Source: an optimization exercise on an open RTL-to-GDS flow (aim: a short achievable clock period and few clock cycles). Production flows keep margins and buffers that such runs may drop. At most, simulation tests tie the RTL to the original design; equivalence was not proved. For run 5, only the layout was checked, not whether the RTL still works. No activity file was given, so power comes from the tool's default toggle rates.

==> flow/design.v <==
module Mips(
	input clk,
	input rst,
	output[31:0] imem_addr,
	input[31:0] imem_data,
	output[17:0] SRAM_ADDR,
	output[15:0] SRAM_WDATA,
	input[15:0] SRAM_RDATA,
	output SRAM_WE_N
);
localparam CIB = 4;               
localparam NCS = 1 << CIB;        
localparam CTB = 16 - CIB;        
localparam SBB = 2;               
localparam SBD = 1 << SBB;        
localparam [1:0] S_IDLE = 2'd0, S_ISSHI = 2'd1, S_CAPLO = 2'd2, S_CAPHI = 2'd3;
reg [31:0] pcf;
reg [31:0] ia_q;          
reg [15:0] btb_v;
reg [25:0] btb_tag [0:15];
reg [29:0] btb_tgt [0:15];
reg [2:0]  btb_ctr [0:15];
reg [7:0]  btb_dif [0:15];
reg [15:0] btb_xn;
reg        v2;
reg [31:0] pc2, seq2;
reg        bh2, pt2;
reg [2:0]  bc2;
reg        vS;
reg [31:0] irS, pcS, seqS;
reg [9:0]  pdS;
reg [31:0] opA_S, opB_S;
reg        srcF_S;         
reg        bWA_S, bWB_S, bW2A_S, bW2B_S;
reg        bhS, ptS, rdfS;
reg [2:0]  bcS;
reg        vD;
reg [31:0] irD, pcD, seqD;
reg [9:0]  pdD;
reg        bhD, ptD, rdfD;    
reg [2:0]  bcD;
reg [31:0] opA_D, opB_D;
reg        srcF_D;         
reg [31:0] opA_F, opB_F;   
reg        bWA_D, bWB_D;   
reg        bW2A_D, bW2B_D;  
reg        eA_r, eB_r;     
reg [31:0] rf [1:31];
reg [31:1] rfv;           
reg        vE;
reg [31:0] A_E, B_E, T_E;
reg [4:0]  rsE, rtE;
reg        uA_E, uB_E, uT_E;
reg [15:0] wE;
reg        cvE, heldMiss, specE;
reg [CTB-1:0] ctgE;
reg [31:0] cdE;
reg [4:0]  destE;
reg        weE, ldE, stE, bezE, bneE, jmpE, subE;
reg        cAdd_E, cAnd_E, cOr_E, cNor_E, cXor_E, cSll_E, cSra_E, cSrl_E;
reg        guessE, nzE;
reg [31:0] tgtE, seqE, pcE;
reg        bhE;
reg [2:0]  bcE;
reg [1:0]  mst;
reg        lbV, lbWe, lbFill, lbRdy;
reg [4:0]  lbDest;
reg [15:0] lbW;
reg [15:0] lo_cap;
reg [31:0] dataL;
localparam PFK = 15;
reg        pfV;
reg [3:0]  pfCnt;
reg [15:0] pfW, pfFA;
reg        pf_s1, pf_s2, pf_s3, pfDataV, pfCancel;
reg [15:0] pf_lo;
reg [31:0] pfData;
reg        bu_v, bu_w;
reg [3:0]  bu_i;
reg [25:0] bu_tag;
reg [29:0] bu_tgt;
reg [2:0]  bu_ctr;
reg [7:0]  bu_dif;
reg        bu_tk, bu_hit, bu_bne;
reg        weW, fillW;
reg [31:0] dataW, dataW2;
reg [4:0]  destW;
reg [15:0] waW;
reg [NCS-1:0]     cval;
reg [NCS*CTB-1:0] ctagF;
reg [NCS*32-1:0]  cdatF;
reg [15:0] sb_a [0:SBD-1];
reg [31:0] sb_d [0:SBD-1];
reg [SBB-1:0] sb_h, sb_t;
reg [SBB:0]   sb_n;
reg        sb_ph;
reg [17:0] sa;
reg [15:0] sw;
reg        swe_n;
assign imem_addr = ia_q;
assign SRAM_ADDR = sa;
assign SRAM_WDATA = sw;
assign SRAM_WE_N = swe_n;
wire [3:0]  fi = pcf[5:2];
wire        bhit = btb_v[fi] && (btb_tag[fi] == pcf[31:6]);
wire [2:0]  bctr = btb_ctr[fi];
wire        bpt = bhit && bctr[2] && !btb_xn[fi];
wire [31:0] pcf4 = pcf + 32'd4;
wire [31:0] npc = bpt ? {btb_tgt[fi], 2'b00} : pcf4;
function [9:0] predec(input [31:0] w);
	reg [5:0] op;
	begin
		op = w[31:26];
		predec[0] = (op == 6'd1) || (op == 6'd3) || (op == 6'd5) || (op == 6'd6) || (op == 6'd7) ||
		            (op == 6'd8) || (op == 6'd9) || (op == 6'd10) || (op == 6'd11) || (op == 6'd12);
		predec[1] = (op == 6'd32);
		predec[2] = (op == 6'd33);
		predec[3] = (op == 6'd36);
		predec[4] = (op == 6'd37);
		predec[5] = (op == 6'd40);
		predec[6] = (op == 6'd41);
		predec[7] = (op == 6'd42);
		predec[8] = (w[15:0] != 16'd0);
		predec[9] = (w[25:21] == w[20:16]);
	end
endfunction
wire [9:0] pdN = predec(imem_data);
wire [4:0] rsN = imem_data[25:21];
wire [4:0] rtN = imem_data[20:16];
wire [4:0] rsS = irS[25:21];
wire [4:0] rtS = irS[20:16];
wire [31:0] rfA_S = bWA_S ? dataW : bW2A_S ? dataW2 : srcF_S ? opA_F : opA_S;
wire [31:0] rfB_S = bWB_S ? dataW : bW2B_S ? dataW2 : srcF_S ? opB_F : opB_S;
wire [31:0] rdA_N = (rsN != 5'd0 && rfv[rsN]) ? rf[rsN] : 32'd0;
wire [31:0] rdB_N = (rtN != 5'd0 && rfv[rtN]) ? rf[rtN] : 32'd0;
wire bW2A_N = weW && destW == rsN && rsN != 5'd0;
wire bW2B_N = weW && destW == rtN && rtN != 5'd0;
wire [5:0] opF = imem_data[31:26];
wire isBezF = (opF == 6'd40);
wire isBneF = (opF == 6'd41);
wire stTakenF = imem_data[15] || (isBezF && rsN == 5'd0) || (isBneF && rsN != rtN);
wire shortF = (imem_data[15:7] == 9'h000) || (imem_data[15:7] == 9'h1FF);
wire nzShortF = (|imem_data[7:0]) || imem_data[15];
wire rdF_fire = v2 && !pt2 && shortF && ((opF == 6'd42) ||
                ((isBezF || isBneF) && stTakenF && !bh2 && nzShortF));
wire [7:0]  tgtF_lo = seq2[9:2] + imem_data[7:0];
wire [31:0] tgtF = {seq2[31:10], tgtF_lo, 2'b00};
wire ptF = pt2 || rdF_fire;
wire [5:0] opD = irD[31:26];
wire [4:0] rsD = irD[25:21];
wire [4:0] rtD = irD[20:16];
wire [4:0] rdD = irD[15:11];
wire [31:0] sxD = {{16{irD[15]}}, irD[15:0]};
wire isRD    = pdD[0];
wire isAddiD = pdD[1];
wire isSubiD = pdD[2];
wire isLdD   = pdD[3];
wire isStD   = pdD[4];
wire isBezD  = pdD[5];
wire isBneD  = pdD[6];
wire isJmpD  = pdD[7];
wire nzD     = pdD[8];      
wire sameD   = pdD[9];      
wire useA_D = isRD | isAddiD | isSubiD | isBezD | isBneD;    
wire useB_D = isRD | isBneD;                                 
wire [4:0] destD = isRD ? rdD : rtD;
wire weD = (isRD | isAddiD | isSubiD | isLdD) && (destD != 5'd0);
wire [31:0] tgtD = seqD + {sxD[29:0], 2'b00};
wire [31:0] rfA = bWA_D ? dataW : bW2A_D ? dataW2 : srcF_D ? opA_F : opA_D;
wire [31:0] rfB = bWB_D ? dataW : bW2B_D ? dataW2 : srcF_D ? opB_F : opB_D;
wire [17:0] ofsD = sxD[17:0] - 18'd1024;
wire [17:0] eaD = rfA[17:0] + ofsD;
wire [15:0] wD = eaD[17:2];
wire [CIB-1:0] ciD = wD[CIB-1:0];
wire hazD = (isLdD || isStD) &&
            ((vE && weE && rsD == destE) || (lbV && lbWe && rsD == lbDest));
wire [31:0] Af = A_E;
wire [31:0] Bf = B_E;
wire [31:0] Tf = T_E;
wire [31:0] sumE = Af + (subE ? ~Bf : Bf) + {31'd0, subE};
wire big = |Bf[31:5];
wire [4:0] sh = Bf[4:0];
wire [31:0] sllE = big ? 32'd0 : (Af << sh);
wire [31:0] srE = $signed({cSra_E & Af[31], Af}) >>> (big ? 6'd32 : {1'b0, sh});
wire [31:0] aluE = ({32{cAdd_E}} & sumE) |
                   ({32{cAnd_E}} & (Af & Bf)) |
                   ({32{cOr_E}}  & (Af | Bf)) |
                   ({32{cNor_E}} & ~(Af | Bf)) |
                   ({32{cXor_E}} & (Af ^ Bf)) |
                   ({32{cSll_E}} & sllE) |
                   ({32{cSra_E | cSrl_E}} & srE);
wire sboard = vE && lbV && lbWe &&
              ((uA_E && rsE == lbDest) || ((uB_E || uT_E) && rtE == lbDest));
wire takenE = jmpE | (bezE & (Af == 32'd0)) | (bneE & (Af != Bf));
wire mispE = vE && (bezE || bneE) && nzE && !sboard && (takenE != guessE);
wire [31:0] redirE = takenE ? tgtE : seqE;
wire ldEv = vE && ldE;
wire stEv = vE && stE;
wire [CIB-1:0] ciE = wE[CIB-1:0];
wire [CTB-1:0] ctE = wE[15:CIB];
wire chit = cvE && !heldMiss && (ctgE == ctE);
wire sb_full = (sb_n == SBD);
wire sb_empty = (sb_n == 0);
reg sbmatch;
integer k;
always @(*) begin
	sbmatch = 1'b0;
	for (k = 0; k < SBD; k = k + 1)
		if (((k - sb_h) & (SBD - 1)) < sb_n && sb_a[k] == wE) sbmatch = 1'b1;
end
wire ldMiss = ldEv && !chit;
wire ldAlloc = ldMiss && !sbmatch && (!lbV || lbRdy || mst == S_CAPHI);
wire st_wr = stEv && !sb_full && !sboard;
wire stallE = (ldMiss && !ldAlloc) || (stEv && sb_full) || sboard;
wire advE = !stallE;
wire e2w = vE && advE && weE && !ldMiss;
wire capNow = (mst == S_CAPHI);
wire lbToW = lbV && (lbRdy || capNow) && !e2w;
wire wn_we = e2w || (lbToW && lbWe);
wire [4:0] wn_dest = e2w ? destE : lbDest;
wire [31:0] wn_data = e2w ? (ldE ? cdE : aluE) : lbRdy ? dataL : {SRAM_RDATA, lo_cap};
wire cbyS = st_wr && ciE == ciD;
wire fill_we = fillW || pfDataV;
wire [15:0] fill_a = fillW ? waW : pfFA;
wire [31:0] fill_d = fillW ? dataW : pfData;
wire cbyF = fill_we && fill_a[CIB-1:0] == ciD;
wire [CIB-1:0] pI = rfA[CIB+1:2] ^ sxD[CIB+1:2];
wire [CIB-1:0] gI = rfA[CIB+1:2] & sxD[CIB+1:2];
wire c2I = (rfA[1] & sxD[1]) | ((rfA[1] ^ sxD[1]) & rfA[0] & sxD[0]);
reg [NCS-1:0] selD;
reg [CIB-1:0] jv, cyI;
reg           crvR;
reg [CTB-1:0] crtR;
reg [31:0]    crdR;
integer j;
always @(*) begin
	crvR = 1'b0;
	crtR = {CTB{1'b0}};
	crdR = 32'd0;
	for (j = 0; j < NCS; j = j + 1) begin
		jv = j;
		cyI = gI | (pI & ~jv);
		selD[j] = ((pI ^ jv) == {cyI[CIB-2:0], c2I});
		crvR = crvR | (selD[j] & cval[j]);
		crtR = crtR | ({CTB{selD[j]}} & ctagF[j*CTB +: CTB]);
		crdR = crdR | ({32{selD[j]}} & cdatF[j*32 +: 32]);
	end
end
wire          crvD = cbyS | cbyF | crvR;
wire [CTB-1:0] crtD = cbyS ? ctE : cbyF ? fill_a[15:CIB] : crtR;
wire [31:0]   crdD = cbyS ? Tf : cbyF ? fill_d : crdR;
wire p_hi = (mst == S_ISSHI);
wire p_new = ldAlloc;
wire spec_go;
wire sb_go = !(p_hi || p_new || spec_go) && !sb_empty;
wire sb_deq = sb_go && sb_ph;
wire pf_free = !(p_hi || p_new || spec_go || sb_go);
reg pfSbMatch;
always @(*) begin
	pfSbMatch = 1'b0;
	for (k = 0; k < SBD; k = k + 1)
		if (((k - sb_h) & (SBD - 1)) < sb_n && sb_a[k] == pfW) pfSbMatch = 1'b1;
end
wire pf_idle = !pf_s1 && !pf_s2 && !pf_s3 && !pfDataV;
wire pf_try = pfV && pfCnt != 4'd0 && pf_idle;
wire pf_lo_go = pf_try && !pfSbMatch && pf_free;
wire pf_skip = pf_try && pfSbMatch;
wire pf_hi_go = pf_s1 && pf_free;
wire pf_kill = st_wr && wE == pfFA;      
wire sb_enq = st_wr;
reg [1:0] mst_n;
always @(*) begin
	mst_n = mst;
	case (mst)
		S_ISSHI: mst_n = S_CAPLO;
		S_CAPLO: mst_n = S_CAPHI;
		default: mst_n = S_IDLE;
	endcase
	if (ldAlloc) mst_n = specE ? S_CAPLO : S_ISSHI;
end
wire accD = !vD || (advE && !hazD);
wire fetch_ok = !rst && (accD || (!vS && !v2));
wire goD = vD && advE && !hazD && !mispE;    
wire brD = (isBezD || isBneD) && nzD;
wire bneSame = isBneD && sameD;                       
wire eA = eA_r;                  
wire eB = eB_r && isBneD;        
wire useE = (eA || eB) && !bneSame;
wire lbHazB = lbV && lbWe && (rsD == lbDest || (isBneD && rtD == lbDest));
wire eAdd = cAdd_E;
wire eLog = cAnd_E | cOr_E | cNor_E | cXor_E;
wire eLd = ldE && chit;
wire [31:0] xD = eA ? rfB : rfA;    
wire [31:0] bxE = subE ? ~Bf : Bf;
wire [31:0] ppE = Af ^ bxE;
wire [31:0] ggE = Af & bxE;
wire [31:0] cyE = ggE | (ppE & ~xD);
wire eqAdd = ((ppE ^ xD) == {cyE[30:0], subE});
wire [31:0] logE = ({32{cAnd_E}} & (Af & Bf)) | ({32{cOr_E}} & (Af | Bf)) |
                   ({32{cNor_E}} & ~(Af | Bf)) | ({32{cXor_E}} & (Af ^ Bf));
wire eqLog = (logE == xD);
wire eqLd = (cdE == xD);
wire eqE_x = eAdd ? eqAdd : eLog ? eqLog : eqLd;
wire [31:0] cyE0 = ggE | ppE;
wire eqAdd0 = (ppE == {cyE0[30:0], subE});
wire eqE_0 = eAdd ? eqAdd0 : eLog ? (logE == 32'd0) : (cdE == 32'd0);
wire eqE = isBezD ? eqE_0 : eqE_x;
wire eqR = isBezD ? (rfA == 32'd0) : (rfA == rfB);
wire eqD = bneSame | (useE ? eqE : eqR);
wire takenD = isBezD ? eqD : !eqD;
wire resD = brD && goD && !lbHazB && (!useE || eAdd || eLog || eLd);
wire rdD_fire = vD && isJmpD && !ptD;
wire tfix = vD && rdfD && (tgtD[31:10] != seqD[31:10]);
wire rdD_any = rdD_fire || tfix;
wire mispD = resD && (takenD != ptD);
assign spec_go = vD && isLdD && !hazD && advE && !p_hi && !p_new;
wire [31:0] pcf_n = mispD ? (ptD ? seqD : tgtD) :
                    mispE ? redirE : rdD_any ? tgtD : rdF_fire ? tgtF : fetch_ok ? npc : pcf;
integer i;
always @(posedge clk)
	ia_q <= pcf_n;
wire [4:0] rsNew = vS ? rsS : rsN;
wire [4:0] rtNew = vS ? rtS : rtN;
always @(posedge clk) begin
	if (advE) begin
		eA_r <= goD && weD && destD == rsNew;
		eB_r <= goD && weD && destD == rtNew;
	end else if (accD) begin
		eA_r <= vE && weE && destE == rsNew;
		eB_r <= vE && weE && destE == rtNew;
	end
end
always @(posedge clk or posedge rst) begin
	if (rst) begin
		pcf <= 32'd0;
		v2 <= 1'b0;
		vS <= 1'b0;
		vD <= 1'b0;
		ptD <= 1'b0;
		rdfD <= 1'b0;
	end else begin
		pcf <= pcf_n;
		v2 <= !mispE && !mispD && !rdD_any && !rdF_fire && fetch_ok;
		if (mispE || mispD || rdD_any)
			vS <= 1'b0;
		else if (accD)
			vS <= vS & v2;
		else if (v2)
			vS <= 1'b1;
		if (mispE)
			vD <= 1'b0;
		else if (accD) begin
			if (mispD || rdD_any)
				vD <= 1'b0;
			else if (vS) begin
				vD <= 1'b1;
				ptD <= ptS;
				rdfD <= rdfS;
			end else begin
				vD <= v2;
				ptD <= ptF;
				rdfD <= rdF_fire;
			end
		end else begin
			if (rdD_fire)
				ptD <= 1'b1;
			if (tfix)
				rdfD <= 1'b0;
		end
	end
end
always @(posedge clk) begin
	if (fetch_ok) begin
		pc2 <= pcf;
		seq2 <= pcf4;
		bh2 <= bhit;
		bc2 <= bctr;
		pt2 <= bpt;
	end
	opA_F <= rdA_N;
	opB_F <= rdB_N;
	opA_S <= rfA_S;
	opB_S <= rfB_S;
	if ((accD && vS) || (!accD && v2)) begin
		irS <= imem_data; pdS <= pdN; pcS <= pc2; seqS <= seq2; bhS <= bh2; bcS <= bc2; ptS <= ptF; rdfS <= rdF_fire;
		srcF_S <= 1'b1;
		bWA_S <= wn_we && wn_dest == rsN;
		bWB_S <= wn_we && wn_dest == rtN;
		bW2A_S <= bW2A_N;
		bW2B_S <= bW2B_N;
	end else begin
		srcF_S <= 1'b0;
		bWA_S <= wn_we && wn_dest == rsS;
		bWB_S <= wn_we && wn_dest == rtS;
		bW2A_S <= 1'b0;
		bW2B_S <= 1'b0;
	end
	if (accD && vS) begin
		opA_D <= rfA_S;
		opB_D <= rfB_S;
		srcF_D <= 1'b0;
		bWA_D <= wn_we && wn_dest == rsS;
		bWB_D <= wn_we && wn_dest == rtS;
		bW2A_D <= 1'b0;
		bW2B_D <= 1'b0;
	end else if (accD) begin
		srcF_D <= 1'b1;
		bWA_D <= wn_we && wn_dest == rsN;
		bWB_D <= wn_we && wn_dest == rtN;
		bW2A_D <= bW2A_N;
		bW2B_D <= bW2B_N;
	end else begin
		opA_D <= rfA;
		opB_D <= rfB;
		srcF_D <= 1'b0;
		bWA_D <= wn_we && wn_dest == rsD;
		bWB_D <= wn_we && wn_dest == rtD;
		bW2A_D <= 1'b0;
		bW2B_D <= 1'b0;
	end
	if (accD) begin
		if (vS) begin
			irD <= irS; pdD <= pdS; pcD <= pcS; seqD <= seqS; bhD <= bhS; bcD <= bcS;
		end else begin
			irD <= imem_data; pdD <= pdN; pcD <= pc2; seqD <= seq2; bhD <= bh2; bcD <= bc2;
		end
	end
end
always @(posedge clk or posedge rst) begin
	if (rst)
		btb_v <= 16'd0;
	else if (bu_v && bu_w)
		btb_v[bu_i] <= 1'b1;
end
wire [7:0] bu_dif0 = btb_dif[bu_i];
wire [7:0] bu_next = {bu_dif[6:0], 1'b0} - bu_dif0;    
always @(posedge clk or posedge rst) begin
	if (rst)
		btb_xn <= 16'd0;
	else if (bu_v && bu_w)
		btb_xn[bu_i] <= bu_tk && bu_hit && bu_bne && bu_next == 8'd0 && bu_dif != bu_dif0;
end
always @(posedge clk) begin
	if (bu_v && bu_w) begin
		btb_tag[bu_i] <= bu_tag;
		btb_tgt[bu_i] <= bu_tgt;
		btb_ctr[bu_i] <= bu_ctr;
		btb_dif[bu_i] <= bu_dif;
	end
end
always @(posedge clk or posedge rst) begin
	if (rst)
		bu_v <= 1'b0;
	else
		bu_v <= vE && (bezE || bneE || jmpE) && advE;
end
always @(posedge clk) begin
	bu_i <= pcE[5:2];
	bu_tag <= pcE[31:6];
	bu_tgt <= tgtE[31:2];
	bu_w <= bhE || takenE;
	bu_dif <= Af[7:0] - Bf[7:0];
	bu_tk <= takenE;
	bu_hit <= bhE;
	bu_bne <= bneE;
	bu_ctr <= !bhE ? 3'd6 :
	          takenE ? ((bcE == 3'd7) ? 3'd7 : bcE + 3'd1) :
	                   ((bcE == 3'd0) ? 3'd0 : bcE - 3'd1);
end
always @(posedge clk or posedge rst) begin
	if (rst)
		rfv <= 31'd0;
	else if (weW)
		rfv[destW] <= 1'b1;
end
always @(posedge clk) begin
	if (weW)
		rf[destW] <= dataW;
end
always @(posedge clk or posedge rst) begin
	if (rst)
		vE <= 1'b0;
	else if (advE)
		vE <= goD;
end
always @(posedge clk) begin
	if (advE) begin
		A_E <= (wn_we && wn_dest == rsD) ? wn_data : rfA;
		B_E <= !useB_D ? sxD : (wn_we && wn_dest == rtD) ? wn_data : rfB;
		T_E <= (wn_we && wn_dest == rtD) ? wn_data : rfB;
		rsE <= rsD;
		rtE <= rtD;
		uA_E <= useA_D;
		uB_E <= useB_D;
		uT_E <= isStD;
		wE <= wD;
		specE <= spec_go;
		heldMiss <= 1'b0;
		destE <= destD;
		weE <= weD;
		ldE <= isLdD;
		stE <= isStD;
		bezE <= isBezD;
		bneE <= isBneD;
		jmpE <= isJmpD;
		subE <= (opD == 6'd3) || isSubiD;
		cAdd_E <= (opD == 6'd1) || (opD == 6'd3) || isAddiD || isSubiD;
		cAnd_E <= (opD == 6'd5);
		cOr_E <= (opD == 6'd6);
		cNor_E <= (opD == 6'd7);
		cXor_E <= (opD == 6'd8);
		cSll_E <= (opD == 6'd9) || (opD == 6'd10);
		cSra_E <= (opD == 6'd11);
		cSrl_E <= (opD == 6'd12);
		guessE <= resD ? takenD : ptD;
		nzE <= nzD;
		tgtE <= tgtD;
		seqE <= seqD;
		pcE <= pcD;
		bhE <= bhD;
		bcE <= bcD;
	end else begin
		if (wn_we && wn_dest == rsE) A_E <= wn_data;
		if (uB_E && wn_we && wn_dest == rtE) B_E <= wn_data;
		if (wn_we && wn_dest == rtE) T_E <= wn_data;
		specE <= 1'b0;
		heldMiss <= ldMiss;
		if (mispE) guessE <= takenE;
	end
	cvE <= crvD;
	ctgE <= crtD;
	cdE <= crdD;
end
always @(posedge clk or posedge rst) begin
	if (rst) begin
		mst <= S_IDLE;
		lbV <= 1'b0;
		lbRdy <= 1'b0;
	end else begin
		mst <= mst_n;
		if (ldAlloc) begin
			lbV <= 1'b1;
			lbRdy <= 1'b0;
		end else if (lbToW) begin
			lbV <= 1'b0;
			lbRdy <= 1'b0;
		end else if (capNow)
			lbRdy <= 1'b1;
	end
end
always @(posedge clk) begin
	if (mst == S_CAPLO) lo_cap <= SRAM_RDATA;
	if (capNow) dataL <= {SRAM_RDATA, lo_cap};
	if (ldAlloc) begin
		lbDest <= destE;
		lbWe <= weE;
		lbW <= wE;
		lbFill <= 1'b1;
	end else begin
		if (e2w && destE == lbDest) lbWe <= 1'b0;
		if (st_wr && ciE == lbW[CIB-1:0]) lbFill <= 1'b0;
	end
end
always @(posedge clk or posedge rst) begin
	if (rst) begin
		weW <= 1'b0;
		fillW <= 1'b0;
	end else begin
		weW <= wn_we;
		fillW <= lbToW && lbFill && !(st_wr && ciE == lbW[CIB-1:0]);
	end
end
always @(posedge clk) begin
	dataW <= wn_data;
	destW <= wn_dest;
	dataW2 <= dataW;
	waW <= lbW;
end
always @(posedge clk or posedge rst) begin
	if (rst) begin
		pfV <= 1'b0;
		pf_s1 <= 1'b0;
		pf_s2 <= 1'b0;
		pf_s3 <= 1'b0;
		pfDataV <= 1'b0;
	end else begin
		if (ldAlloc) pfV <= 1'b1;
		pf_s1 <= pf_lo_go;
		pf_s2 <= pf_hi_go;
		pf_s3 <= pf_s2;
		if (pf_s3)
			pfDataV <= !pfCancel && !pf_kill;
		else if (!fillW || pf_kill)
			pfDataV <= 1'b0;
	end
end
always @(posedge clk) begin
	if (ldAlloc) begin
		pfW <= wE + 16'd1;
		pfCnt <= PFK;
	end else if (pf_hi_go || pf_skip) begin
		pfW <= pfW + 16'd1;
		pfCnt <= pfCnt - 4'd1;
	end
	if (pf_lo_go) begin
		pfFA <= pfW;
		pfCancel <= st_wr && wE == pfW;
	end else if (pf_kill)
		pfCancel <= 1'b1;
	if (pf_s2) pf_lo <= SRAM_RDATA;
	if (pf_s3) pfData <= {SRAM_RDATA, pf_lo};
end
always @(posedge clk or posedge rst) begin
	if (rst)
		cval <= {NCS{1'b0}};
	else begin
		if (fill_we) cval[fill_a[CIB-1:0]] <= 1'b1;
		if (sb_enq) cval[ciE] <= 1'b1;
	end
end
always @(posedge clk) begin
	for (j = 0; j < NCS; j = j + 1) begin
		if (sb_enq && ciE == j) begin
			ctagF[j*CTB +: CTB] <= ctE;
			cdatF[j*32 +: 32] <= Tf;
		end else if (fill_we && fill_a[CIB-1:0] == j) begin
			ctagF[j*CTB +: CTB] <= fill_a[15:CIB];
			cdatF[j*32 +: 32] <= fill_d;
		end
	end
end
always @(posedge clk or posedge rst) begin
	if (rst) begin
		sb_h <= {SBB{1'b0}};
		sb_t <= {SBB{1'b0}};
		sb_n <= {(SBB+1){1'b0}};
		sb_ph <= 1'b0;
	end else begin
		if (sb_enq) sb_t <= sb_t + 1'b1;
		if (sb_deq) sb_h <= sb_h + 1'b1;
		sb_n <= sb_n + {{SBB{1'b0}}, sb_enq} - {{SBB{1'b0}}, sb_deq};
		if (sb_go) sb_ph <= ~sb_ph;
	end
end
always @(posedge clk) begin
	swe_n <= rst || !sb_go;
	sa <= p_hi ? {1'b0, lbW, 1'b1} :
	      p_new ? {1'b0, wE, specE} :
	      spec_go ? {1'b0, wD, 1'b0} :
	      sb_go ? {1'b0, sb_a[sb_h], sb_ph} :
	      pf_lo_go ? {1'b0, pfW, 1'b0} : {1'b0, pfFA, 1'b1};
end
always @(posedge clk) begin
	if (sb_enq) begin
		sb_a[sb_t] <= wE;
		sb_d[sb_t] <= Tf;
	end
	sw <= sb_ph ? sb_d[sb_h][31:16] : sb_d[sb_h][15:0];    
end
endmodule
==> flow/flow/run.sh <==
#!/bin/bash
# Standard ORFS layout (the standard.sh), with timing repair aimed well
# below the 15 ns clock: repair_timing keeps working until the setup slack
# reaches SETUP_SLACK_MARGIN (10.7 ns below the 15 ns clock).
export SETUP_SLACK_MARGIN=10.7
bash standard.sh > standard.log 2>&1
==> flow/standard.sh <==
#!/bin/bash
# synth_recipe.tcl (not shown) runs the flow's synth.tcl, then flattens the netlist and writes it again
# the make line also repeats each setting of config.mk as NAME=value (left out here)
make -C /OpenROAD-flow-scripts/flow DESIGN_CONFIG=/design/flow/config.mk WORK_HOME=/design/flow/orfs CLKGATE_MAP_FILE= SYNTH_SCRIPT=/design/flow/synth_recipe.tcl "${@:-finish}"
==> flow/config.mk <==
export PLATFORM = sky130hd
export DESIGN_NAME = Mips
export DESIGN_NICKNAME = Mips
export VERILOG_FILES = /design/flow/design.v
export SDC_FILE = /design/flow/constraint.sdc
export NUM_CORES = 8
export LEC_CHECK = 0
export CAP_MARGIN = 20
export CORE_MARGIN = 2
export CORE_UTILIZATION = 42
export SLEW_MARGIN = 40
==> flow/constraint.sdc <==
create_clock -name core_clock -period 15.0 [get_ports {clk}]
set_input_delay 3.0000 -clock core_clock [delete_from_list [all_inputs] [get_ports {clk}]]
set_output_delay 3.0000 -clock core_clock [all_outputs]
set_load 0.01 [all_outputs]
==> results.py, run 1 <==
metrics = {
    "clock_tree": {
        "cts_tree": "done",
        "cts_root_buf": "clkbuf_16",
        "cts-htree-levels": 5,
        "cts_sinks": 4257,
        "clk-insertion-delay-late_ps": 1070,
        "clockBufferDepth": 4,
        "holdBufCountCts": 0,
        "clkTransAtPathRegs_ps": 60,
        "cts_made_buffers": 443,
    },
    "worst_setup_path": {
        "setup.worst_path.start_class": "input pin",
        "cp_max_fo": 6,
        "ff2ff_path_depth": 20,
        "critPathRequiredTime_ps": 15980,
        "path_cells": "clkdlybuf4s15_1, or4_4, nor2_4, o21ai_1, nand2b_1, a21oi_4, buf_12, buf_12, buf_12, buf_16, o31a_1, a311o_1, a22oi_2",
        "r2r_end": "pcf[29]",
        "worst-r2r-setup-slack_ps": 10350,
        "rr_startpoint": "srcF_D",
        "arrival_ps": 5680,
        "crit_top_cell": "buf_12",
        "crit_path_max_incr_delay_ps": 590,
        "cpMaxStageDelayCell": "or4_4",
        "path_class": "in2reg",
        "end_kind": "flip-flop",
    },
    "grt": {
        "grt_use_total_pct": 31.2,
        "grt_overflow": 0,
        "grt_max_degree": 81,
        "grt_pass1_vias": 130000,
        "grt_pass1_wl_um": 1060000,
        "antenna_found_initial": 62,
    },
    "floorplanning": {
        "num_io_pins": 117,
        "rows": 253,
        "die_w_um": 695,
        "die_h_um": 695,
        "initial_core_util_pct": 42.2,
        "core_um2": 475000,
        "die_area_um2": 483000,
    },
    "pwr": {
        "p_total_mw": 36.2,
        "powerDensity_nw_per_um2": 150,
        "p_leak_nw": 85.2,
        "vdd_drop_max_mv": 0.116,
    },
    "route": {
        "ant_nets": 0,
        "dr.pass1.iters": 7,
        "drt-total-wl_um": 782000,
        "drcViolationCount": 0,
        "drt-initial-drc-count": 23400,
        "routed-via-count": 139000,
        "routedWlPerCell_um": 36.3,
        "via_per_inst": 6.46,
    },
    "sta": {
        "fmax_ghz": 0.213,
        "setup_viol": 0,
        "fin_skew_ps": 113,
        "fin_crit_sh_pct": 31.3,
        "relSlewSlack_pct": -0.814,
        "hold_violations": 0,
        "worst_pin_slew_ps": 1510,
        "rsz0062_at_grt": "true",
        "tns_ps": 0,
        "fin_crit_ps": 4700,
        "timing.final.max_slew_violations": 7,
    },
    "synth": {
        "synth_area_um2": 200000,
        "synth_edf_count": 3704,
        "netlist_top_cells_area": "edfxtp_1 56%, mux4_2 10%, dfxtp_1 4.2%",
        "ys_seq_area_share_pct": 61.4,
        "ys.flop_type": "edfxtp_1",
        "synth.largest_area_cell": "edfxtp_1",
        "async_flop_share_pct": 3.22,
        "syn_area_per_cell_um2": 14.0,
        "syn_inst": 14300,
        "synth_nets": 14600,
        "ys_ff_latch": 4257,
        "synthMostInstantiatedCell": "edfxtp_1",
        "yosysWarningCount": 1,
        "synth_top_cell_area_share_pct": 55.5,
        "ys_top_cells_by_count": "3704 x edfxtp_1, 1354 x nor2_1, 1144 x a21oi_1, 908 x mux4_2, 783 x clkbuf_1",
        "ys_types": 110,
    },
    "hold_path": {
        "hold_depth": 0,
        "min_to": "bu_i[2]",
        "holdCritStartpoint": "pcE[4]",
        "hold_path.class": "reg2reg",
    },
    "outcome": {
        "outcome": "complete, but fails checks",
        "check.faults": "max-capacitance violations, max-slew violations",
    },
    "layout": {
        "utilization_pct": 50.7,
        "nNetsFinal": 15200,
        "drive_gt1_share_pct": 26.5,
        "area_growth_pct": 20.3,
    },
    "flow_run": {
        "drv_cap": 1,
    },
    "placed_design": {
        "hpwl_um": 465000,
        "port_buffers": 115,
        "gp_congestion": 1.01,
    },
}
## cell type report
type	count	area, um^2
Timing Repair inverter	5	43.8
Fill cell	39500	234000
Clock inverter	222	2450
Timing Repair Buffer	1229	15600
Antenna cell	23	57.6
Inverter	380	1640
Multi-Input combinational cell	8583	77800
Clock buffer	616	12300
Sequential cell	4257	123000
Tap cell	6247	7820
## worst max-delay path by stage
stage             startpoint      endpoint  slack [ps]  depth (start not counted)
2_1_floorplan            rst       pcf[29]        8550                         10
3_3_place_gp   imem_data[17]     opB_F[25]        7230                          9
3_5_place_dp   imem_data[17]     opB_F[30]        7460                          9
4_1_cts              ia_q[3]  imem_addr[3]       10280                          1
5_1_grt        imem_data[17]      ia_q[12]       10230                         16
6_report        imem_data[4]      ia_q[12]       10300                         13
## stage by stage
| stage | area (um^2) | hold WS, ps | std cells | setup slack [ps] |
|---|---|---|---|---|
| final | 241000 | 341 | 21600 | 10300 |
| after global routing | 241000 | 349 | 21500 | 10230 |
| after CTS | 237000 | 340 | 21400 | 10280 |
| after detailed placement | 211000 | 329 | 20100 | 7460 |
| after global placement | 210000 | 326 | 20000 | 7230 |
| after floorplan | 201000 | 323 | 14300 | 8550 |
## cells by family after synthesis
group	share of synthesized area, %
other cells	0.00187
fa+ha+maj	1.92
buf+inv	2.89
flops	61.4
mux	15.2
compound gates	9.17
simple gates	6.60
xor+xnor	2.79
## where the power goes
| part | total (mW) | internal [mW] | switching [mW] |
|---|---|---|---|
| combinational | 9.27 | 3.63 | 5.63 |
| clock | 11.3 | 6.36 | 4.91 |
| sequential | 15.7 | 14.4 | 1.29 |
| total | 36.2 | 24.4 | 11.8 |
## placed cells by master (no fill, tap or decap), types with 48 or more instances in the layout
master and count:
nand4_1 139, a22oi_1 179, buf_4 665, xnor2_1 274, ha_1 184, buf_16 89, buf_12 136, dfxtp_1 349
o21bai_1 48, inv_1 317, nand3_1 126, mux2i_4 51, dfrtp_1 123, nor3_1 85, a211oi_1 93, nor2b_1 87
nor4_1 71, a221oi_1 117, edfxtp_1 3704, nor2_4 76, clkinv_1 57, nor2_1 1252, mux2i_1 613, nand2_1 548
and3_1 72, bufbuf_16 67, clkbuf_8 58, nand2b_1 60, o22ai_1 113, mux2_2 241, o21ai_0 351, xor2_1 302
a22o_1 138, mux4_2 908, clkbuf_16 461, clkbuf_1 115, buf_6 166, a21oi_2 50, a21oi_1 1078, clkinv_2 76
## routing by layer
layer | vias up | part of all wire [%] | track usage, %
li1 | 56600 | - | -
met4 | 36 | 5.4 | 13.1
met1 | 71500 | 39 | 44.0
met3 | 1840 | 12 | 6.74
met2 | 9382 | 44 | 46.8
met5 | - | 0.033 | 0
## critical path, delay by kind of cell
family	cells	cell delay [ps]
buffers and inverters	5	850
AO/OA/AOI/OAI	5	990
AND/OR/NAND/NOR	3	820
## state kept, by name (all words and copies together) (netlist names), 48 cells and up
register / cells
cdatF: 512
sb_d: 128
ctagF: 192
btb_dif: 128
sb_a: 64
btb_ctr: 48
btb_tag: 416
rf: 992
btb_tgt: 480
## repair_timing
| action | CTS | global route |
|---|---|---|
| gates cloned | 110 | 20 |
| setup buffers | 355 | 157 |
| pin swaps | 170 | 173 |
| setup endpoints to repair | 1743 | 844 |
| resized for setup | 1637 | 370 |
Testbench counts, summed over its fixed seeds: cycles 62,410.
==> run 2, diff against run 1 <==
--- a/flow/config.mk
+++ b/flow/config.mk
@@ -9,3 +9,3 @@
 export CORE_MARGIN = 2
-export CORE_UTILIZATION = 42
+export CORE_UTILIZATION = 40
 export SLEW_MARGIN = 40
==> run 2 against run 1 <==
Now clean on timing, DRC and antenna. Wire length is 0.59% lower. Sequential power is essentially flat. Sequential cell count stayed put. Largest cell class unchanged. Worst hold slack lost 7.2 ps. Final area decreased by 0.10%. Core utilization down 2.4 points. Area after synthesis unchanged.
==> results.py, run 2 <==
metrics = {
    "route": {
        "routed-via-count": 139000,
        "routedWlPerCell_um": 35.4,
        "drt-initial-drc-count": 21900,
        "ant_nets": 0,
        "drcViolationCount": 0,
        "via_per_inst": 6.34,
        "drt-total-wl_um": 777000,
        "dr.pass1.iters": 6,
    },
    "sta": {
        "fmax_ghz": 0.214,
        "timing.final.max_slew_violations": 0,
        "worst_pin_slew_ps": 942,
        "rsz0062_at_grt": "true",
        "fin_crit_ps": 4680,
        "tns_ps": 0,
        "relSlewSlack_pct": 36.6,
        "fin_skew_ps": 131,
        "fin_crit_sh_pct": 31.2,
        "setup_viol": 0,
        "hold_violations": 0,
    },
    "hold_path": {
        "hold_depth": 0,
        "hold_path.class": "reg2reg",
        "min_to": "bu_tag[15]",
        "holdCritStartpoint": "pcE[21]",
    },
    "synth": {
        "synth_nets": 14600,
        "synth_edf_count": 3704,
        "ys.flop_type": "edfxtp_1",
        "synth.largest_area_cell": "edfxtp_1",
        "ys_types": 110,
        "syn_inst": 14300,
        "ys_ff_latch": 4257,
        "synthMostInstantiatedCell": "edfxtp_1",
        "netlist_top_cells_area": "edfxtp_1 56%, mux4_2 10%, dfxtp_1 4.2%",
        "async_flop_share_pct": 3.22,
        "ys_seq_area_share_pct": 61.4,
        "ys_top_cells_by_count": "3704 x edfxtp_1, 1354 x nor2_1, 1144 x a21oi_1, 908 x mux4_2, 783 x clkbuf_1",
        "synth_top_cell_area_share_pct": 55.5,
        "synth_area_um2": 200000,
        "syn_area_per_cell_um2": 14.0,
        "yosysWarningCount": 1,
    },
    "worst_setup_path": {
        "cpMaxStageDelayCell": "dfxtp_4",
        "path_class": "reg2out",
        "end_kind": "output port",
        "setup.worst_path.start_class": "flip-flop",
        "worst-r2r-setup-slack_ps": 10410,
        "r2r_end": "ia_q[20]",
        "ff2ff_path_depth": 19,
        "critical_path.top_delay_family": "flip-flops",
        "critPathRequiredTime_ps": 12000,
        "arrival_ps": 1680,
        "path_cells": "buf_6",
        "rr_startpoint": "eA_r",
        "crit_path_max_incr_delay_ps": 450,
        "path_buf_inv": 1,
        "cp_max_fo": 1,
    },
    "floorplanning": {
        "die_h_um": 712,
        "rows": 259,
        "initial_core_util_pct": 40.2,
        "num_io_pins": 117,
        "die_area_um2": 507000,
        "core_um2": 498000,
        "die_w_um": 712,
    },
    "grt": {
        "busiest_layer": "met2",
        "use_met2_pct": 44.2,
        "grt_max_degree": 95,
        "grt_pass1_vias": 130000,
        "grtUsageMet1_pct": 40.6,
        "antenna_found_initial": 63,
        "grt_use_total_pct": 29.1,
        "met3_usage_pct": 6.38,
        "grt_overflow": 0,
        "grt_pass1_wl_um": 1050000,
    },
    "flow_run": {
        "drv_cap": 0,
    },
    "pwr": {
        "switching_share_pct": 32.6,
        "vdd_drop_max_mv": 0.125,
        "p_leak_nw": 84.9,
        "p_total_mw": 36.2,
        "p_seq_share_pct": 43.4,
        "power_frac_clock_pct": 31.5,
        "internal_power_mw": 24.4,
        "comb_power_share_pct": 25.2,
        "netSwitchingPower_mw": 11.8,
        "powerDensity_nw_per_um2": 150,
    },
    "layout": {
        "area_growth_pct": 20.2,
        "top_regs": "rf: 992 flops, cdatF: 512 flops, btb_tgt: 480 flops",
        "drive_gt1_share_pct": 26.2,
        "final_cell_mix": "3704 x edfxtp_1, 1219 x nor2_1, 1086 x a21oi_1, 908 x mux4_2, 639 x buf_4",
        "layout_commonest_cell": "edfxtp_1",
        "top_register": "rf",
        "nNetsFinal": 15200,
        "largest_register_ffs": 992,
        "fillCellCount": 42400,
    },
    "clock_tree": {
        "clk-insertion-delay-late_ps": 1100,
        "holdBufCountCts": 0,
        "cts_made_buffers": 445,
        "cts_tree": "done",
        "cts-htree-levels": 5,
        "clkTransAtPathRegs_ps": 70,
        "clockBufferDepth": 4,
        "cts_root_buf": "clkbuf_16",
        "cts_sinks": 4257,
    },
    "placed_design": {
        "gp_congestion": 1.01,
        "hpwl_um": 463000,
        "port_buffers": 115,
    },
    "outcome": {
        "outcome": "complete, no violations",
    },
}
-- run 2: cell counts after synthesis --
Identical to the previous run, type by type.
-- run 2: cell families after synthesis --
group           share of synthesized area (%)
other cells                           0.00187
xor+xnor                                 2.79
fa+ha+maj                                1.92
simple gates                             6.60
buf+inv                                  2.89
compound gates                           9.17
flops                                    61.4
mux                                      15.2
-- run 2: worst max-delay path by stage --
stage / end / start / cells past startpoint / slack (ps)
final: imem_addr[2] / ia_q[2] / 1 / 10320
after detailed placement: opB_F[17] / imem_data[16] / 9 / 7590
after CTS: imem_addr[2] / ia_q[2] / 1 / 10260
after global routing: imem_addr[2] / ia_q[2] / 1 / 10310
after global placement: opB_F[17] / imem_data[16] / 9 / 7400
after floorplan: pcf[29] / rst / 10 / 8550
-- run 2: power by group through the flow --
stage          Combinational (mW)  Sequential [mW]  Clock [mW]
2_1_floorplan                4.45             15.3           0
3_3_place_gp                 7.43             15.9           0
3_5_place_dp                 7.48             15.9           0
4_1_cts                      8.39             15.7        11.5
5_1_grt                      9.43             15.7        11.9
6_report                     9.10             15.7        11.4
-- run 2: stage by stage --
stage / worst slack, ps / util, % / hold WS, ps / instances / cell area, um^2
after detailed placement: 7590 / 42.3 / 327 / 20400 / 211000
final: 10320 / 48.3 / 334 / 21900 / 241000
after global routing: 10310 / 48.3 / 348 / 21900 / 241000
after CTS: 10260 / 47.2 / 336 / 21600 / 235000
after floorplan: 8550 / - / 323 / 14300 / 201000
after global placement: 7400 / 42.2 / 326 / 20400 / 210000
-- run 2: layout make-up --
cell class | count | area (um^2) | share of cell area, %
diodes | 34 | 85.1 | 0.0353
clock inverters | 212 | 2440 | 1.01
repair buffers | 1193 | 15000 | 6.23
multi-input cells | 8581 | 77500 | 32.2
well taps | 6655 | 8330 | 3.46
clock buffers | 632 | 12500 | 5.20
flip-flops and latches | 4257 | 123000 | 51.2
repair inverters | 4 | 40.0 | 0.0166
inverters | 380 | 1650 | 0.685
-- run 2: what timing repair did --
action,in CTS,in global routing
setup buffers,250,234
pin swaps,93,168
endpoints found under the setup margin,1457,590
cloned,85,47
gates resized for setup,1364,606
-- run 2: per-layer routing --
metal	vias up	part of all wire, %
met3	1784	12
met5	-	0.076
met4	30	5.3
met2	9308	44
met1	71400	39
li1	56600	-
==> run 3, diff against run 2 <==
--- a/flow/config.mk
+++ b/flow/config.mk
@@ -10,2 +10,3 @@
 export CORE_UTILIZATION = 40
+export GPL_ROUTABILITY_DRIVEN = 0
 export SLEW_MARGIN = 40
==> run 3 against run 2 <==
First-iteration DRC count rose by 0.73%. Final area shrank 0.68%. Largest power group unchanged. Global-route usage down 0.99 points. Wire length decreased by 4.2%. Critical path depth unchanged. Maximum frequency is 0.45% higher.
==> results.py, run 3 <==
metrics = {
    "outcome": {
        "outcome": "complete, no violations",
    },
    "synth": {
        "synthMostInstantiatedCell": "edfxtp_1",
        "ys_ff_latch": 4257,
        "async_flop_share_pct": 3.22,
        "synth_top_cell_area_share_pct": 55.5,
        "ys_top_cells_by_count": "3704 x edfxtp_1, 1354 x nor2_1, 1144 x a21oi_1, 908 x mux4_2, 783 x clkbuf_1",
        "synth_nets": 14600,
        "synth_area_um2": 200000,
        "ys.flop_type": "edfxtp_1",
        "syn_area_per_cell_um2": 14.0,
        "syn_inst": 14300,
        "netlist_top_cells_area": "edfxtp_1 56%, mux4_2 10%, dfxtp_1 4.2%",
        "ys_types": 110,
        "synth_edf_count": 3704,
        "yosysWarningCount": 1,
        "ys_seq_area_share_pct": 61.4,
        "synth.largest_area_cell": "edfxtp_1",
    },
    "floorplanning": {
        "die_w_um": 712,
        "die_area_um2": 507000,
        "core_um2": 498000,
        "die_h_um": 712,
        "rows": 259,
        "initial_core_util_pct": 40.2,
        "num_io_pins": 117,
    },
    "layout": {
        "largest_register_ffs": 992,
        "seqCellArea_um2": 123000,
        "nNetsFinal": 15100,
        "area_growth_pct": 19.4,
        "drive_gt1_share_pct": 25.4,
        "utilization_pct": 48.0,
        "top_register": "rf",
        "final_cell_mix": "3704 x edfxtp_1, 1222 x nor2_1, 1088 x a21oi_1, 908 x mux4_2, 625 x mux2i_1",
        "fillCellCount": 42300,
        "layout_commonest_cell": "edfxtp_1",
        "top_regs": "rf: 992 flops, cdatF: 512 flops, btb_tgt: 480 flops",
        "stdcell_area_um2": 239000,
        "final_cells": 21900,
        "multi_input_area_um2": 77200,
    },
    "worst_setup_path": {
        "end_kind": "output port",
        "path_cells": "buf_6",
        "critPathRequiredTime_ps": 12000,
        "arrival_ps": 1660,
        "setup.worst_path.start_class": "flip-flop",
        "critical_path.top_delay_family": "flip-flops",
        "crit_path_max_incr_delay_ps": 430,
        "cp_max_fo": 1,
        "path_buf_inv": 1,
        "path_class": "reg2out",
        "cpMaxStageDelayCell": "dfxtp_4",
    },
    "placed_design": {
        "hpwl_um": 435000,
        "dp.cells": 20400,
        "place_ws_ps": 7290,
        "port_buffers": 115,
        "dpl_cell_area_um2": 211000,
    },
    "route": {
        "routedWlPerCell_um": 34.1,
        "routed-via-count": 139000,
        "ant_nets": 0,
        "via_per_inst": 6.35,
        "dr.pass1.iters": 15,
        "drcViolationCount": 0,
        "drt-total-wl_um": 745000,
        "drt-initial-drc-count": 22100,
    },
    "sta": {
        "fin_crit_ps": 4660,
        "hold_violations": 0,
        "rsz0062_at_grt": "true",
        "tns_ps": 0,
        "relSlewSlack_pct": 20.3,
        "fin_crit_sh_pct": 31.1,
        "fin_ws_ps": 10340,
        "hold_slack_ps": 329,
        "fin_skew_ps": 137,
        "fmax_ghz": 0.215,
        "worst_pin_slew_ps": 1190,
        "timing.final.max_slew_violations": 0,
        "setup_viol": 0,
    },
    "pwr": {
        "vdd_drop_max_mv": 0.115,
        "powerDensity_nw_per_um2": 150,
        "p_leak_nw": 84.2,
        "p_total_mw": 35.9,
    },
    "grt": {
        "antenna_found_initial": 58,
        "grt_max_degree": 81,
        "met3_usage_pct": 8.46,
        "use_met2_pct": 41.1,
        "grt_use_total_pct": 28.1,
        "grt_pass1_vias": 130000,
        "grt_pass1_wl_um": 1020000,
        "busiest_layer": "met2",
        "grt_overflow": 0,
        "grtUsageMet1_pct": 38.5,
    },
    "clock_tree": {
        "cts_sinks": 4257,
        "clockBufferDepth": 4,
        "cts_tree": "done",
        "holdBufCountCts": 0,
        "clkTransAtPathRegs_ps": 60,
        "clk-insertion-delay-late_ps": 1100,
        "cts-htree-levels": 5,
        "cts_root_buf": "clkbuf_16",
        "cts_made_buffers": 442,
    },
    "hold_path": {
        "hold_path.class": "reg2reg",
    },
    "flow_run": {
        "drv_cap": 0,
    },
}
## run 3: per-layer routing
layer	share of wire, %	vias up
met2	43	9850
met1	38	70400
met4	5.6	63
li1	-	56400
met3	13	2102
met5	0.14	-
## run 3: worst paths after layout
check,startpoint,end,slack (ps),cells past startpoint
setup / recovery,ia_q[19],imem_addr[19],10340,1
hold / removal,pcE[28],bu_tag[22],330,0
setup reg to reg,A_E[28],ia_q[5],10410,16
hold reg to reg,pcE[28],bu_tag[22],330,0
max in group asynchronous,rst,rfv[17],10990,6
min in group asynchronous,rst,btb_v[7],2610,4
## run 3: cell type report
type                    count  share of cell area [%]
well taps                6655                    3.48
clock buffers             631                    5.24
inverters                 380                   0.663
repair inverters            3                  0.0110
diodes                     35                  0.0366
flip-flops and latches   4257                    51.5
repair buffers           1102                    5.75
multi-input cells        8584                    32.3
clock inverters           208                    1.02
## run 3: what timing repair did
| action | in CTS | in global routing |
|---|---|---|
| resized for setup | 1380 | 447 |
| buffers inserted | 280 | 157 |
| gates cloned | 89 | 24 |
| setup endpoints to repair | 1480 | 1079 |
| pin swaps | 126 | 126 |
## run 3: kinds of logic after synthesis
logic type	synth area share, %
buf+inv	2.89
xor+xnor	2.79
compound gates	9.17
flops	61.4
other cells	0.00187
simple gates	6.60
mux	15.2
fa+ha+maj	1.92
## run 3: power breakdown
part | internal (mW) | switching [mW]
combinational | 3.45 | 5.42
clock | 6.43 | 4.89
sequential | 14.4 | 1.29
total | 24.3 | 11.6
==> run 4, diff against run 3 <==
--- a/flow/config.mk
+++ b/flow/config.mk
@@ -10,3 +10,4 @@
 export CORE_UTILIZATION = 40
-export GPL_ROUTABILITY_DRIVEN = 0
+export CTS_CLUSTER_DIAMETER = 80
+export CTS_CLUSTER_SIZE = 20
 export SLEW_MARGIN = 40
==> run 4 against run 3 <==
Clock skew shrank 67 ps. Die area is the same. Critical path depth grew 15. Sequential share of layout area grew 1.3 points. Clock power shrank 28%. First-iteration DRC count shrank 6.8%. Highest routed layer unchanged. Critical endpoint is now pcf[22]. Wire length grew 2.6%. Still clean on timing, DRC and antenna. Area after synthesis is the same. Core utilization shrank 1.2 points.
==> results.py, run 4 <==
metrics = {
    "worst_setup_path": {
        "crit_top_cell": "buf_4",
        "critical_path.top_delay_family": "compound AO/OA/AOI/OAI gates",
        "path_cells": "buf_4, inv_1, ha_1, nor4_2, nand3_1, a2111o_1, nor4_4, o31ai_4, nand3_2, o21ai_4, buf_12, o211a_4, buf_4, a21o_4, clkbuf_16, a221o_1",
        "path_buf_inv": 5,
        "critPathRequiredTime_ps": 15880,
        "crit_path_max_incr_delay_ps": 470,
        "end_kind": "flip-flop",
        "cpMaxStageDelayCell": "a2111o_1",
        "path_depth": 16,
        "rr_startpoint": "A_E[2]",
        "r2r_end": "pcf[22]",
        "arrival_ps": 5590,
        "path_class": "reg2reg",
        "setup.worst_path.start_class": "flip-flop",
        "cp_max_fo": 11,
        "ff2ff_path_depth": 16,
        "worst-r2r-setup-slack_ps": 10290,
    },
    "grt": {
        "grt_pass1_wl_um": 1040000,
        "grt_max_degree": 95,
        "grt_use_total_pct": 28.9,
        "grt_overflow": 0,
        "antenna_found_initial": 61,
        "grt_pass1_vias": 128000,
    },
    "sta": {
        "hold_violations": 0,
        "fin_crit_ps": 4710,
        "worst_pin_slew_ps": 945,
        "fmax_ghz": 0.212,
        "relSlewSlack_pct": 36.5,
        "fin_crit_sh_pct": 31.4,
        "fin_ws_ps": 10290,
        "hold_slack_ps": 341,
        "rsz0062_at_grt": "true",
        "fin_skew_ps": 70.2,
        "timing.final.max_slew_violations": 0,
        "setup_viol": 0,
        "tns_ps": 0,
    },
    "route": {
        "drt-initial-drc-count": 20600,
        "via_per_inst": 6.36,
        "routedWlPerCell_um": 35.5,
        "drt-total-wl_um": 764000,
        "ant_nets": 0,
        "routed-via-count": 137000,
        "drcViolationCount": 0,
        "dr.pass1.iters": 9,
    },
    "synth": {
        "syn_area_per_cell_um2": 14.0,
        "ys_top_cells_by_count": "3704 x edfxtp_1, 1354 x nor2_1, 1144 x a21oi_1, 908 x mux4_2, 783 x clkbuf_1",
        "synth_edf_count": 3704,
        "ys.flop_type": "edfxtp_1",
        "async_flop_share_pct": 3.22,
        "synth.largest_area_cell": "edfxtp_1",
        "ys_ff_latch": 4257,
        "netlist_top_cells_area": "edfxtp_1 56%, mux4_2 10%, dfxtp_1 4.2%",
        "ys_types": 110,
        "synthMostInstantiatedCell": "edfxtp_1",
        "ys_seq_area_share_pct": 61.4,
        "syn_inst": 14300,
        "yosysWarningCount": 1,
        "synth_top_cell_area_share_pct": 55.5,
        "synth_area_um2": 200000,
        "synth_nets": 14600,
    },
    "pwr": {
        "p_total_mw": 32.7,
        "vdd_drop_max_mv": 0.0978,
        "powerDensity_nw_per_um2": 140,
        "p_leak_nw": 81.2,
    },
    "layout": {
        "layout_commonest_cell": "edfxtp_1",
        "final_cell_mix": "3704 x edfxtp_1, 1222 x nor2_1, 1086 x a21oi_1, 908 x mux4_2, 615 x mux2i_1",
        "drive_gt1_share_pct": 24.1,
        "utilization_pct": 46.8,
        "largest_register_ffs": 992,
        "top_register": "rf",
        "stdcell_area_um2": 233000,
        "nNetsFinal": 14900,
        "final_cells": 21500,
        "area_growth_pct": 16.4,
        "top_regs": "rf: 992 flops, cdatF: 512 flops, btb_tgt: 480 flops",
    },
    "hold_path": {
        "hold_path.class": "reg2reg",
        "min_to": "bu_tag[15]",
        "hold_depth": 0,
        "holdCritStartpoint": "pcE[21]",
    },
    "clock_tree": {
        "holdBufCountCts": 0,
        "cts_root_buf": "clkbuf_16",
        "cts_sinks": 4257,
        "cts_made_buffers": 277,
        "cts-htree-levels": 5,
        "clkTransAtPathRegs_ps": 80,
        "cts_tree": "done",
        "clockBufferDepth": 4,
        "clk-insertion-delay-late_ps": 1010,
    },
    "floorplanning": {
        "core_um2": 498000,
        "die_h_um": 712,
        "die_area_um2": 507000,
        "rows": 259,
        "initial_core_util_pct": 40.2,
        "die_w_um": 712,
        "num_io_pins": 117,
    },
    "placed_design": {
        "place_ws_ps": 7590,
        "dpl_cell_area_um2": 211000,
        "hpwl_um": 463000,
        "gp_congestion": 1.01,
        "port_buffers": 115,
        "dp.cells": 20400,
    },
    "flow_run": {
        "drv_cap": 0,
    },
    "outcome": {
        "outcome": "complete, no violations",
    },
}
[run 4: cell counts after synthesis]
No cell type changed its count.
[run 4: cell families after synthesis]
family / count (synthesis) / synth area share [%]
AO/OA/AOI/OAI: 2877 / 9.17
adder cells (fa/ha/maj): 285 / 1.92
multiplexers: 1879 / 15.2
other: 1 / 0.00187
AND/OR/NAND/NOR: 2899 / 6.60
XOR/XNOR: 635 / 2.79
buffers and inverters: 1464 / 2.89
flip-flops: 4257 / 61.4
[run 4: final cells by class]
class | count | area, um^2
timing repair inverter | 3 | 26.3
fill | 43000 | 265000
multi-input combinational | 8580 | 77400
clock buffer | 428 | 7750
sequential | 4257 | 123000
timing repair buffer | 1110 | 13900
tap | 6655 | 8330
clock inverter | 75 | 1030
inverter | 380 | 1610
antenna | 33 | 82.6
[run 4: timing repair]
item                                    in CTS  in global routing
setup buffers                              294                128
cloned                                      83                 27
pin swaps                                  176                110
endpoints found under the setup margin    1371                762
resized for setup                         1442                456
[run 4: how the worst max path moves through the flow]
stage	start	end	slack, ps
2_1_floorplan	rst	pcf[29]	8550
3_3_place_gp	imem_data[16]	opB_F[17]	7400
3_5_place_dp	imem_data[16]	opB_F[17]	7590
4_1_cts	ia_q[2]	imem_addr[2]	10340
5_1_grt	srcF_D	pcf[23]	10260
6_report	A_E[2]	pcf[22]	10290
[run 4: where the power goes]
group | leakage, nW | internal, mW | switching (mW)
registers | 39.2 | 14.4 | 1.28
logic | 37.8 | 3.43 | 5.52
clock network | 4.19 | 3.76 | 4.33
[run 4: metal layers]
metal  track usage, %  vias up  part of all wire, %
met1             40.6    70600                   39
met4             11.1       34                  4.8
met2             44.3     8788                   45
li1                 -    55900                    -
met3             6.02     1564                   11
met5                0        -                0.054
==> run 5, diff against run 4 <==
--- a/flow/design.v
+++ b/flow/design.v
@@ -292,3 +292,2 @@
 wire eLd = ldE && chit;
-wire [31:0] xD = eA ? rfB : rfA;    
 wire [31:0] bxE = subE ? ~Bf : Bf;
@@ -296,9 +295,9 @@
 wire [31:0] ggE = Af & bxE;
-wire [31:0] cyE = ggE | (ppE & ~xD);
-wire eqAdd = ((ppE ^ xD) == {cyE[30:0], subE});
+wire [31:0] cyA = ggE | (ppE & ~rfA);
+wire [31:0] cyB = ggE | (ppE & ~rfB);
 wire [31:0] logE = ({32{cAnd_E}} & (Af & Bf)) | ({32{cOr_E}} & (Af | Bf)) |
                    ({32{cNor_E}} & ~(Af | Bf)) | ({32{cXor_E}} & (Af ^ Bf));
-wire eqLog = (logE == xD);
-wire eqLd = (cdE == xD);
-wire eqE_x = eAdd ? eqAdd : eLog ? eqLog : eqLd;
+wire eqE_A = eAdd ? ((ppE ^ rfA) == {cyA[30:0], subE}) : eLog ? (logE == rfA) : (cdE == rfA);
+wire eqE_B = eAdd ? ((ppE ^ rfB) == {cyB[30:0], subE}) : eLog ? (logE == rfB) : (cdE == rfB);
+wire eqE_x = eA ? eqE_B : eqE_A;
 wire [31:0] cyE0 = ggE | ppE;
==> flow/flow/run.sh (replaced) <==
#!/bin/bash
# Standard ORFS layout (the standard.sh), with timing repair aimed well
# below the 15 ns clock: repair_timing keeps working until the setup slack
# reaches SETUP_SLACK_MARGIN (10.6 ns below the 15 ns clock).
export SETUP_SLACK_MARGIN=10.6
bash standard.sh > standard.log 2>&1
--- a/flow/config.mk
+++ b/flow/config.mk
@@ -10,4 +10,2 @@
 export CORE_UTILIZATION = 40
-export CTS_CLUSTER_DIAMETER = 80
-export CTS_CLUSTER_SIZE = 20
 export SLEW_MARGIN = 40
==> run 5 against run 4 <==
Still clean. Non-clock buffer count increased by 2. Critical path depth grew 3. Clock-buffer cell count is 198 higher. Area after synthesis rose by 0.61%. Maximum frequency shrank 7.6%. Core utilization rose by 1.0 points. Critical path type unchanged.
==> results.py, run 5 <==
metrics = {
    "worst_setup_path": {
        "cpMaxStageDelayCell": "or3b_4",
        "critical_path.top_delay_family": "simple AND/OR/NAND/NOR gates",
        "cp_max_fo": 17,
        "setup.worst_path.start_class": "flip-flop",
        "worst-r2r-setup-slack_ps": 9910,
        "end_kind": "flip-flop",
        "critPathRequiredTime_ps": 15980,
        "crit_path_max_incr_delay_ps": 500,
        "crit_top_cell": "buf_12",
        "path_cells": "buf_12, clkinv_4, buf_4, a211oi_4, nor2_4, inv_1, fa_1, xor2_1, nand4_1, nor4_2, nand3_1, a31oi_4, a2111oi_4, o21ai_1, or3b_4, buf_12, buf_16, o22ai_4, a31o_1",
        "arrival_ps": 6080,
        "path_class": "reg2reg",
        "path_buf_inv": 6,
    },
    "layout": {
        "final_cell_mix": "3704 x edfxtp_1, 1154 x nor2_1, 993 x a21oi_1, 908 x mux4_2, 598 x nand2_1",
        "largest_register_ffs": 992,
        "top_regs": "rf: 992 flops, cdatF: 512 flops, btb_tgt: 480 flops",
        "area_growth_pct": 19.1,
        "fillCellCount": 43000,
        "nNetsFinal": 15200,
        "utilization_pct": 47.8,
        "seqCellArea_um2": 123000,
        "top_register": "rf",
        "layout_commonest_cell": "edfxtp_1",
        "final_cells": 22000,
        "multi_input_area_um2": 78200,
        "drive_gt1_share_pct": 25.5,
    },
    "hold_path": {
        "hold_path.class": "reg2reg",
    },
    "synth": {
        "synth_compound_area_share_pct": 9.00,
        "synth_area_um2": 202000,
        "muxShareOfSynthArea_pct": 14.9,
        "synth_top_cell_area_share_pct": 55.2,
        "synthMostInstantiatedCell": "edfxtp_1",
        "synth_fa_ha_area_share_pct": 2.22,
        "synth_nets": 14700,
        "ys_top_cells_by_count": "3704 x edfxtp_1, 1247 x nor2_1, 1022 x a21oi_1, 908 x mux4_2, 820 x clkbuf_1",
        "ys.flop_type": "edfxtp_1",
        "netlist_top_cells_area": "edfxtp_1 55%, mux4_2 10%, dfxtp_1 4.1%",
        "synth.largest_area_cell": "edfxtp_1",
        "async_flop_share_pct": 3.22,
        "ys_types": 103,
        "synth-xor-area-share_pct": 3.05,
        "yosysWarningCount": 1,
        "synth_edf_count": 3704,
        "syn_area_per_cell_um2": 14.0,
        "synth_top_family_by_area": "multiplexers",
        "synth-simple-area-share_pct": 7.06,
        "syn_inst": 14400,
        "ys_seq_area_share_pct": 61.0,
        "ys_ff_latch": 4257,
    },
    "route": {
        "drt-total-wl_um": 780000,
        "dr.pass1.iters": 8,
        "routedWlPerCell_um": 35.5,
        "routed-via-count": 140000,
        "top_layer": "met5",
        "drt-initial-drc-count": 22900,
        "via_per_inst": 6.37,
        "wl_met3_um": 94100,
        "wl_met2_um": 342000,
        "drcViolationCount": 0,
        "wl_met1_um": 300000,
        "ant_nets": 0,
    },
    "sta": {
        "rsz0062_at_grt": "true",
        "fin_skew_ps": 118,
        "timing.final.max_slew_violations": 0,
        "fmax_ghz": 0.196,
        "hold_slack_ps": 317,
        "hold_violations": 0,
        "worst_pin_slew_ps": 1280,
        "fin_crit_ps": 5090,
        "tns_ps": 0,
        "setup_viol": 0,
        "relSlewSlack_pct": 14.2,
        "fin_crit_sh_pct": 34.0,
    },
    "floorplanning": {
        "die_h_um": 714,
        "die_w_um": 714,
        "num_io_pins": 117,
        "initial_core_util_pct": 40.2,
        "core_um2": 502000,
        "rows": 260,
        "die_area_um2": 510000,
    },
    "grt": {
        "grt_max_degree": 76,
        "grt_use_total_pct": 29.2,
        "antenna_found_initial": 51,
        "grt_pass1_wl_um": 1050000,
        "grt_overflow": 0,
        "grt_pass1_vias": 131000,
    },
    "clock_tree": {
        "cts-htree-levels": 5,
        "cts_made_buffers": 445,
        "clkTransAtPathRegs_ps": 60,
        "cts_tree": "done",
        "cts_root_buf": "clkbuf_16",
        "clockBufferDepth": 4,
        "clk-insertion-delay-late_ps": 1080,
        "cts_sinks": 4257,
    },
    "pwr": {
        "vdd_drop_max_mv": 0.117,
        "p_leak_nw": 84.5,
        "p_total_mw": 35.1,
        "powerDensity_nw_per_um2": 146,
    },
    "placed_design": {
        "hpwl_um": 465000,
        "dp.cells": 20600,
        "port_buffers": 115,
        "gp_congestion": 1.03,
    },
    "flow_run": {
        "drv_cap": 0,
    },
    "outcome": {
        "outcome": "complete, no violations",
    },
}
## run 5: kinds of logic (layout without fill, tap and decap cells)
logic type,after synthesis,after routing
fa+ha+maj,315,315
buf+inv,1424,2312
other cells,1,24
xor+xnor,695,695
mux,1827,1827
simple gates,3035,3045
flops,4257,4257
compound gates,2800,2805
## run 5: cell type report
type                    instances  area share (%)
inverters                     351           0.636
clock buffers                 626            5.24
repair inverters                4          0.0188
repair buffers               1112            5.65
well taps                    6681            3.48
multi-input cells            8688            32.6
clock inverters               219            1.01
diodes                         23          0.0240
flip-flops and latches       4257            51.3
## run 5: path summary, 6_finish.rpt
check                           startpoint        to  cells past startpoint
worst max-delay path                bW2A_D  ia_q[28]                     19
worst min-delay path               lbW[11]   waW[11]                      0
worst max register to register      bW2A_D  ia_q[28]                     19
worst min register to register     lbW[11]   waW[11]                      0
max in group asynchronous              rst  btb_v[8]                      5
min in group asynchronous              rst       weW                      3
## run 5: repair_timing
action,4_1_cts,5_1_grt
hold buffers,0,0
gates resized for setup,1264,434
hold endpoints to repair,0,0
cloned,75,41
setup endpoints to repair,1273,789
pin swaps,134,133
setup buffers,271,128
## run 5: power breakdown
| part | total, mW | internal [mW] | leakage, nW | switching, mW |
|---|---|---|---|---|
| clock network | 11.4 | 6.42 | 7.29 | 4.94 |
| registers | 15.4 | 14.2 | 39.5 | 1.17 |
| logic | 8.37 | 3.23 | 37.7 | 5.14 |
## run 5: through the flow
stage,instance area [um^2],worst slack [ps]
floorplan,202000,9220
global placement,212000,6770
detailed placement,213000,7060
CTS,236000,10080
global route,240000,9900
finish,240000,9910
## run 5: routing by layer
layer  vias up  GRT usage [%]
li1      56700              -
met1     71700           40.7
met2      9759           44.2
met3      1832           6.11
met4        34           13.0
met5         -              0

==> port drivers added, routing unchanged <==
The results above use ideal ports. As a check the final layouts listed here were re-extracted and re-timed, cells and wires unchanged.
Step 1 sets driving cells, clkbuf_16 on the clock port and buf_2 on the other inputs (assumed; they add their load-dependent delay and slew).
Step 2 adds t to the input delays and takes it off the output delays; t is the mean of the earliest and latest rising clock arrival at the registers after step 1. Input paths then give back, and output paths get back, about the clock's delay inside the block.
Slacks: ideal ports / drivers / drivers and shift; pairs: ideal ports / drivers.
run	shift t [ns]	slack for setup (ns)	hold slack, ns	clock arrival spread, ns	slew at the worst register clock pin (ns)
run 1	1.144	10.298 / 10.185 / 9.113	0.341 / 0.341 / 0.341	0.128 / 0.128	0.08 / 0.08
run 2	1.159	10.320 / 10.193 / 9.218	0.334 / 0.334 / 0.334	0.132 / 0.133	0.08 / 0.08
run 3	1.165	10.341 / 10.210 / 9.116	0.329 / 0.329 / 0.329	0.138 / 0.138	0.07 / 0.07
run 4	1.099	10.291 / 10.284 / 9.204	0.341 / 0.341 / 0.341	0.076 / 0.075	0.10 / 0.10
run 5	1.143	9.906 / 9.906 / 8.803	0.317 / 0.317 / 0.317	0.118 / 0.118	0.09 / 0.09
The setup slack of run 3, which loses most, moves by -0.131 ns with the drivers and by -1.225 ns with both steps.
